From an optimization exercise on the open Yosys and OpenROAD flow, aimed at small area, a short achievable clock period and few clock cycles per item; shortcuts taken in it are not production practice. In this exercise RTL edits were held to simulation tests only and were not proved equivalent to the original.

==> flow/design.v (excerpt) <==
module biriscv_divider
(
     input           clk_i
    ,input           rst_i
    ,input           opcode_valid_i
    ,input  [ 31:0]  opcode_opcode_i
    ,input  [ 31:0]  opcode_pc_i
    ,input           opcode_invalid_i
    ,input  [  4:0]  opcode_rd_idx_i
    ,input  [  4:0]  opcode_ra_idx_i
    ,input  [  4:0]  opcode_rb_idx_i
    ,input  [ 31:0]  opcode_ra_operand_i
    ,input  [ 31:0]  opcode_rb_operand_i
    ,output          writeback_valid_o
    ,output [ 31:0]  writeback_value_o
);
Size: roughly 1600 cells after synthesis, ~110 flip-flops, about 180 I/O pins, roughly 12000 sq um of cells after synthesis.
==> flow/config.mk <==
export PLATFORM = sky130hd
export DESIGN_NAME = biriscv_divider
export DESIGN_NICKNAME = biriscv_divider
export VERILOG_FILES = /design/flow/design.v
export SDC_FILE = /design/flow/constraint.sdc
export NUM_CORES = 8
export LEC_CHECK = 0
export CAP_MARGIN = 20
export CORE_MARGIN = 2
export CORE_UTILIZATION = 40
export PLACE_DENSITY = 0.45
export SETUP_SLACK_MARGIN = 1.25
export SLEW_MARGIN = 20
==> flow/constraint.sdc <==
create_clock -name core_clock -period 7.0 [get_ports {clk_i}]
set_input_delay 1.4000 -clock core_clock [delete_from_list [all_inputs] [get_ports {clk_i}]]
set_output_delay 1.4000 -clock core_clock [all_outputs]
set_load 0.01 [all_outputs]
standard.sh (not shown) runs the stock make flow with config.mk's settings and CLKGATE_MAP_FILE= SYNTH_SCRIPT=/design/flow/synth_recipe.tcl, a recipe that flattens the netlist after the stock synthesis.
==> flow/flow/run.sh <==
#!/bin/bash
# Standard layout, with plain buffers (buf_1) on the ports instead of the
# default delay cells; repair resizes them where timing needs it.
set -euo pipefail
export BUFFER_PORTS_ARGS="-buffer_cell sky130_fd_sc_hd__buf_1"
bash standard.sh > standard.log 2>&1
The starting point completed with no timing, DRC or antenna violations.
Testbench counts at the start, summed over its fixed seeds: cycles 19,868, ops 4,800.
Then changed:
--- a/flow/flow/run.sh
+++ b/flow/flow/run.sh
@@ -4,3 +4,4 @@
 set -euo pipefail
 export BUFFER_PORTS_ARGS="-buffer_cell sky130_fd_sc_hd__buf_1"
+export RECOVER_POWER=100
 bash standard.sh > standard.log 2>&1
--- a/flow/config.mk
+++ b/flow/config.mk
@@ -9,5 +9,4 @@
 export CORE_MARGIN = 2
 export CORE_UTILIZATION = 40
-export PLACE_DENSITY = 0.45
 export SETUP_SLACK_MARGIN = 1.25
 export SLEW_MARGIN = 20
After rerunning: The changed run completed, yet does not pass: max-capacitance violations, max-slew violations. Non-clock buffer count is lower by 15. Cell count is lower slightly. Worst setup slack got worse by 0.47 ns. Area after synthesis does not change. Register-to-register slack got worse by 0.15 ns. Cell area is lower by a few percent. Wire length is lower by a little under a tenth. Core utilization is lower by 1.2 points. Global-route usage is lower by 2.0 points.
Then changed:
--- a/flow/flow/run.sh
+++ b/flow/flow/run.sh
@@ -4,4 +4,3 @@
 set -euo pipefail
 export BUFFER_PORTS_ARGS="-buffer_cell sky130_fd_sc_hd__buf_1"
-export RECOVER_POWER=100
 bash standard.sh > standard.log 2>&1
--- a/flow/config.mk
+++ b/flow/config.mk
@@ -9,4 +9,4 @@
 export CORE_MARGIN = 2
 export CORE_UTILIZATION = 40
-export SETUP_SLACK_MARGIN = 1.25
+export SETUP_SLACK_MARGIN = 1.4
 export SLEW_MARGIN = 20
=>
- With this change the flow finished clean
- die area is unchanged
- fmax rises by 9.8%
- wire length went up by 1.5%
- global-route usage stays flat
- count of clock-buffer cells in the layout is unchanged
- critical path depth decreases by 8
Then changed:
--- a/flow/flow/run.sh
+++ b/flow/flow/run.sh
@@ -4,3 +4,4 @@
 set -euo pipefail
 export BUFFER_PORTS_ARGS="-buffer_cell sky130_fd_sc_hd__buf_1"
+export RECOVER_POWER=50
 bash standard.sh > standard.log 2>&1
--- a/flow/config.mk
+++ b/flow/config.mk
@@ -9,4 +9,4 @@
 export CORE_MARGIN = 2
 export CORE_UTILIZATION = 40
-export SETUP_SLACK_MARGIN = 1.4
+export SETUP_SLACK_MARGIN = 1.25
 export SLEW_MARGIN = 20
The new run finished but failed the layout checks on max-capacitance violations, max-slew violations.
Maximum frequency is lower by a few percent.
Synthesized area stays the same.
Die area is unchanged.
Setup slack got worse by 0.28 ns.
Global-route usage hardly moves.
Cell area is lower by a few percent.
Synthesized cell count stays the same.
Hold slack improved by 0.0038 ns.
Via count is lower slightly.

---

## try-zinc
The RTL this note starts from:
==> flow/design.v <==
module biriscv_divider
(
     input           clk_i
    ,input           rst_i
    ,input           opcode_valid_i
    ,input  [ 31:0]  opcode_opcode_i
    ,input  [ 31:0]  opcode_pc_i
    ,input           opcode_invalid_i
    ,input  [  4:0]  opcode_rd_idx_i
    ,input  [  4:0]  opcode_ra_idx_i
    ,input  [  4:0]  opcode_rb_idx_i
    ,input  [ 31:0]  opcode_ra_operand_i
    ,input  [ 31:0]  opcode_rb_operand_i
    ,output          writeback_valid_o
    ,output [ 31:0]  writeback_value_o
);
function low_mask32;
    input [31:0] x;
    begin
        low_mask32 = ~|(x[31:1] & ~x[30:0]);
    end
endfunction
wire div_rem_inst_w = ((opcode_opcode_i & 32'hfe00707f)  == 32'h2004033)  ||
                      ((opcode_opcode_i & 32'hfe00707f) == 32'h2005033) ||
                      ((opcode_opcode_i & 32'hfe00707f)  == 32'h2006033)  ||
                      ((opcode_opcode_i & 32'hfe00707f) == 32'h2007033);
wire start_w  = opcode_valid_i & div_rem_inst_w;
wire signed_w = ~opcode_opcode_i[12];    
wire div_w    = ~opcode_opcode_i[13];    
wire [31:0] a_w = opcode_ra_operand_i;
wire [31:0] b_w = opcode_rb_operand_i;
wire a_neg_w  = signed_w & a_w[31];
wire b_neg_w  = signed_w & b_w[31];
wire [31:0] a_abs_w = a_neg_w ? -a_w : a_w;
wire [31:0] a_inv_w = a_w ^ {32{a_neg_w}};
wire [31:0] b_inv_w = b_w ^ {32{b_neg_w}};
wire [5:0]  za_w;
wire [5:0]  zb_w;
biriscv_divider_clz u_clz_a (.x_i(a_inv_w), .z_o(za_w));
biriscv_divider_clz u_clz_b (.x_i(b_inv_w), .z_o(zb_w));
wire        pa_w    = a_neg_w & low_mask32(a_inv_w);
wire        pb_w    = b_neg_w & low_mask32(b_inv_w);
wire        b_zero_w = zb_w[5] & ~b_neg_w;
wire [5:0]  za_x_w   = za_w - {5'b0, pa_w};
wire [5:0]  zb_x_w   = zb_w - {5'b0, pb_w};
wire [6:0]  shift_w  = {1'b0, zb_x_w} - {1'b0, za_x_w};
wire        no_q_w   = shift_w[6] | b_zero_w;
wire [4:0]  sh_w     = {shift_w[4:1], 1'b1};
wire [64:0] e_sh_w   = {1'b1, ~b_inv_w, {32{~b_neg_w}}} << sh_w;
wire [32:0] e_init_w = e_sh_w[64:32];
reg        busy_q;
reg        valid_q;
reg [3:0]  cnt_q;
reg        div_q;       
reg        neg_q;       
reg [31:0] r_q;         
reg [32:0] e_q;         
reg        c_q;         
reg [31:0] q_q;         
wire [33:0] sub1_w  = {2'b0, r_q} + {1'b1, e_q} + {33'b0, c_q};
wire        q1_w    = ~sub1_w[33];
wire [31:0] r1_w    = q1_w ? sub1_w[31:0] : r_q;
wire [32:0] e1_w    = {1'b1, e_q[32:1]};
wire [33:0] sub2_w  = {2'b0, r1_w} + {1'b1, e1_w} + {33'b0, c_q};
wire        q2_w    = ~sub2_w[33];
wire [31:0] r2_w    = q2_w ? sub2_w[31:0] : r1_w;
always @(posedge clk_i or posedge rst_i)
if (rst_i)
begin
    busy_q  <= 1'b0;
    valid_q <= 1'b0;
    cnt_q   <= 4'b0;
end
else if (busy_q)
begin
    cnt_q   <= cnt_q - 4'd1;
    if (cnt_q == 4'd0)
    begin
        valid_q <= 1'b1;
        busy_q  <= 1'b0;
    end
    else
        valid_q <= 1'b0;
end
else
begin
    cnt_q   <= sh_w[4:1];
    valid_q <= start_w & no_q_w;
    busy_q  <= start_w & ~no_q_w;
end
always @(posedge clk_i)
if (busy_q)
begin
    r_q <= r2_w;
    e_q <= {2'b11, e_q[32:2]};
    q_q <= {q_q[29:0], q1_w, q2_w};
end
else
begin
    r_q   <= a_abs_w;
    e_q   <= e_init_w;
    c_q   <= ~b_neg_w;
    q_q   <= {32{b_zero_w}};
    div_q <= div_w;
    neg_q <= div_w ? (a_neg_w ^ b_neg_w) & ~b_zero_w : a_neg_w;
end
wire [31:0] res_w = div_q ? q_q : r_q;
assign writeback_valid_o = valid_q;
assign writeback_value_o = neg_q ? -res_w : res_w;
endmodule
module biriscv_divider_clz
(
     input  [31:0] x_i
    ,output [5:0]  z_o
);
wire [15:0] v1; wire [15:0] c1;
wire [7:0]  v2; wire [15:0] c2;
wire [3:0]  v3; wire [11:0] c3;
wire [1:0]  v4; wire [7:0]  c4;
genvar i;
generate
for (i = 0; i < 16; i = i + 1)
begin : l1
    assign v1[i] = x_i[2*i+1] | x_i[2*i];
    assign c1[i] = ~x_i[2*i+1];
end
for (i = 0; i < 8; i = i + 1)
begin : l2
    assign v2[i]         = v1[2*i+1] | v1[2*i];
    assign c2[2*i+1:2*i] = v1[2*i+1] ? {1'b0, c1[2*i+1]} : {1'b1, c1[2*i]};
end
for (i = 0; i < 4; i = i + 1)
begin : l3
    assign v3[i]         = v2[2*i+1] | v2[2*i];
    assign c3[3*i+2:3*i] = v2[2*i+1] ? {1'b0, c2[4*i+3:4*i+2]} : {1'b1, c2[4*i+1:4*i]};
end
for (i = 0; i < 2; i = i + 1)
begin : l4
    assign v4[i]         = v3[2*i+1] | v3[2*i];
    assign c4[4*i+3:4*i] = v3[2*i+1] ? {1'b0, c3[6*i+5:6*i+3]} : {1'b1, c3[6*i+2:6*i]};
end
endgenerate
wire       v5 = v4[1] | v4[0];
wire [4:0] c5 = v4[1] ? {1'b0, c4[7:4]} : {1'b1, c4[3:0]};
assign z_o = v5 ? {1'b0, c5} : 6'd32;
endmodule
make LEC_CHECK=0 CAP_MARGIN=20 CORE_MARGIN=2 CORE_UTILIZATION=40 SETUP_SLACK_MARGIN=1.75 SLEW_MARGIN=20 finish   # period 7.0 ns
run.sh (not shown) runs the stock make flow with config.mk's settings and CLKGATE_MAP_FILE= SYNTH_SCRIPT=/design/flow/synth_recipe.tcl, a recipe that flattens the netlist after the stock synthesis.
Stock flow here: none of the scripts above is used.
try-zinc finished every step from synthesis to the final layout, and the layout passed the timing, design-rule and antenna checks.
Testbench counts of try-zinc, summed over its fixed seeds: cycles 19,588, ops 4,800.
> inputs changed (try-zinc -> try-juniper)
Settings: changing SETUP_SLACK_MARGIN from 1.75 to 1.0.
==> flow/flow/run.sh (new file) <==
#!/bin/bash
# Standard layout, with plain buffers (buf_1) on the ports instead of the
# default delay cells; repair resizes them where timing needs it.
set -euo pipefail
export BUFFER_PORTS_ARGS="-buffer_cell sky130_fd_sc_hd__buf_1"
bash standard.sh > standard.log 2>&1
==> flow/standard.sh (new file) <==
#!/bin/bash
# synth_recipe.tcl (not shown) runs the flow's synth.tcl, then flattens the netlist and writes it again
# the make line also repeats each setting of config.mk as NAME=value (left out here)
make -C /OpenROAD-flow-scripts/flow DESIGN_CONFIG=/design/flow/config.mk WORK_HOME=/design/flow/orfs CLKGATE_MAP_FILE= SYNTH_SCRIPT=/design/flow/synth_recipe.tcl "${@:-finish}"
removed: flow/run.sh
### Flow results
try-juniper: via count is 795 lower than what try-zinc reported.
~same register bit total from synthesis in try-zinc and try-juniper
Register fraction of the total cell area (higher): try-juniper
Looking at the reports, try-juniper completed the entire flow and the layout it produced met the timing, design-rule and antenna checks.
try-juniper does worse than try-zinc on highest clock frequency the design can meet.
For try-quartz, these inputs were changed with respect to try-juniper:
Settings: SETUP_SLACK_MARGIN now 0.75, was 1.0.
--- outcome ---
try-quartz has maximum single-stage delay on the critical path below what try-juniper had. Summary of try-quartz over try-juniper: count of clock-net buffers in the final layout closely matched the old numbers, worst setup slack decreased by 0.13 ns relative to the old numbers, post-route minimum period saw an increase, count of filler cells inserted in the layout went up by 1.4%. Relative to try-juniper, first-iteration DRC count decreased by 194 in try-quartz.

==> what the ideal ports hide <==
The flow's constraints put no driver on any port. The routed layouts listed below were extracted and timed again, unchanged, in two steps. Step 1 assumes that a clkbuf_16 drives the clock port and a buf_2 every other input. Step 2 adds t to the input delays and takes it off the output delays; t is the mean of the earliest and latest rising clock arrival at the registers after step 1. Input paths then give back, and output paths get back, about the clock's delay inside the block. Three values: ideal ports, drivers, drivers and shift; two values: the first two.
run | t (ns) | setup slack, ns | worst setup path at the end | worst register clock-pin slew, ns | cell pins on the clock port's net
the first run of note 1 | 0.395 | 1.409 / 1.423 / 1.028 | input to register | 0.08 / 0.08 | 1
the second run of note 1 | 0.388 | 0.944 / 0.961 / 0.573 | input to register | 0.08 / 0.08 | 1
the third run of note 1 | 0.381 | 1.487 / 1.507 / 1.126 | input to register | 0.08 / 0.08 | 1
the fourth run of note 1 | 0.389 | 1.209 / 1.224 / 0.836 | input to register | 0.08 / 0.08 | 1
try-zinc | 0.406 | 1.556 / 1.582 / 1.176 | input to register | 0.08 / 0.08 | 1
try-juniper | 0.407 | 1.225 / 1.225 / 0.904 | input to register | 0.08 / 0.08 | 1
try-quartz | 0.395 | 1.099 / 1.121 / 0.726 | input to register | 0.07 / 0.07 | 1
The setup slack of the first run of note 1, which loses most, moves by +0.014 ns with the drivers and by -0.381 ns with both steps.
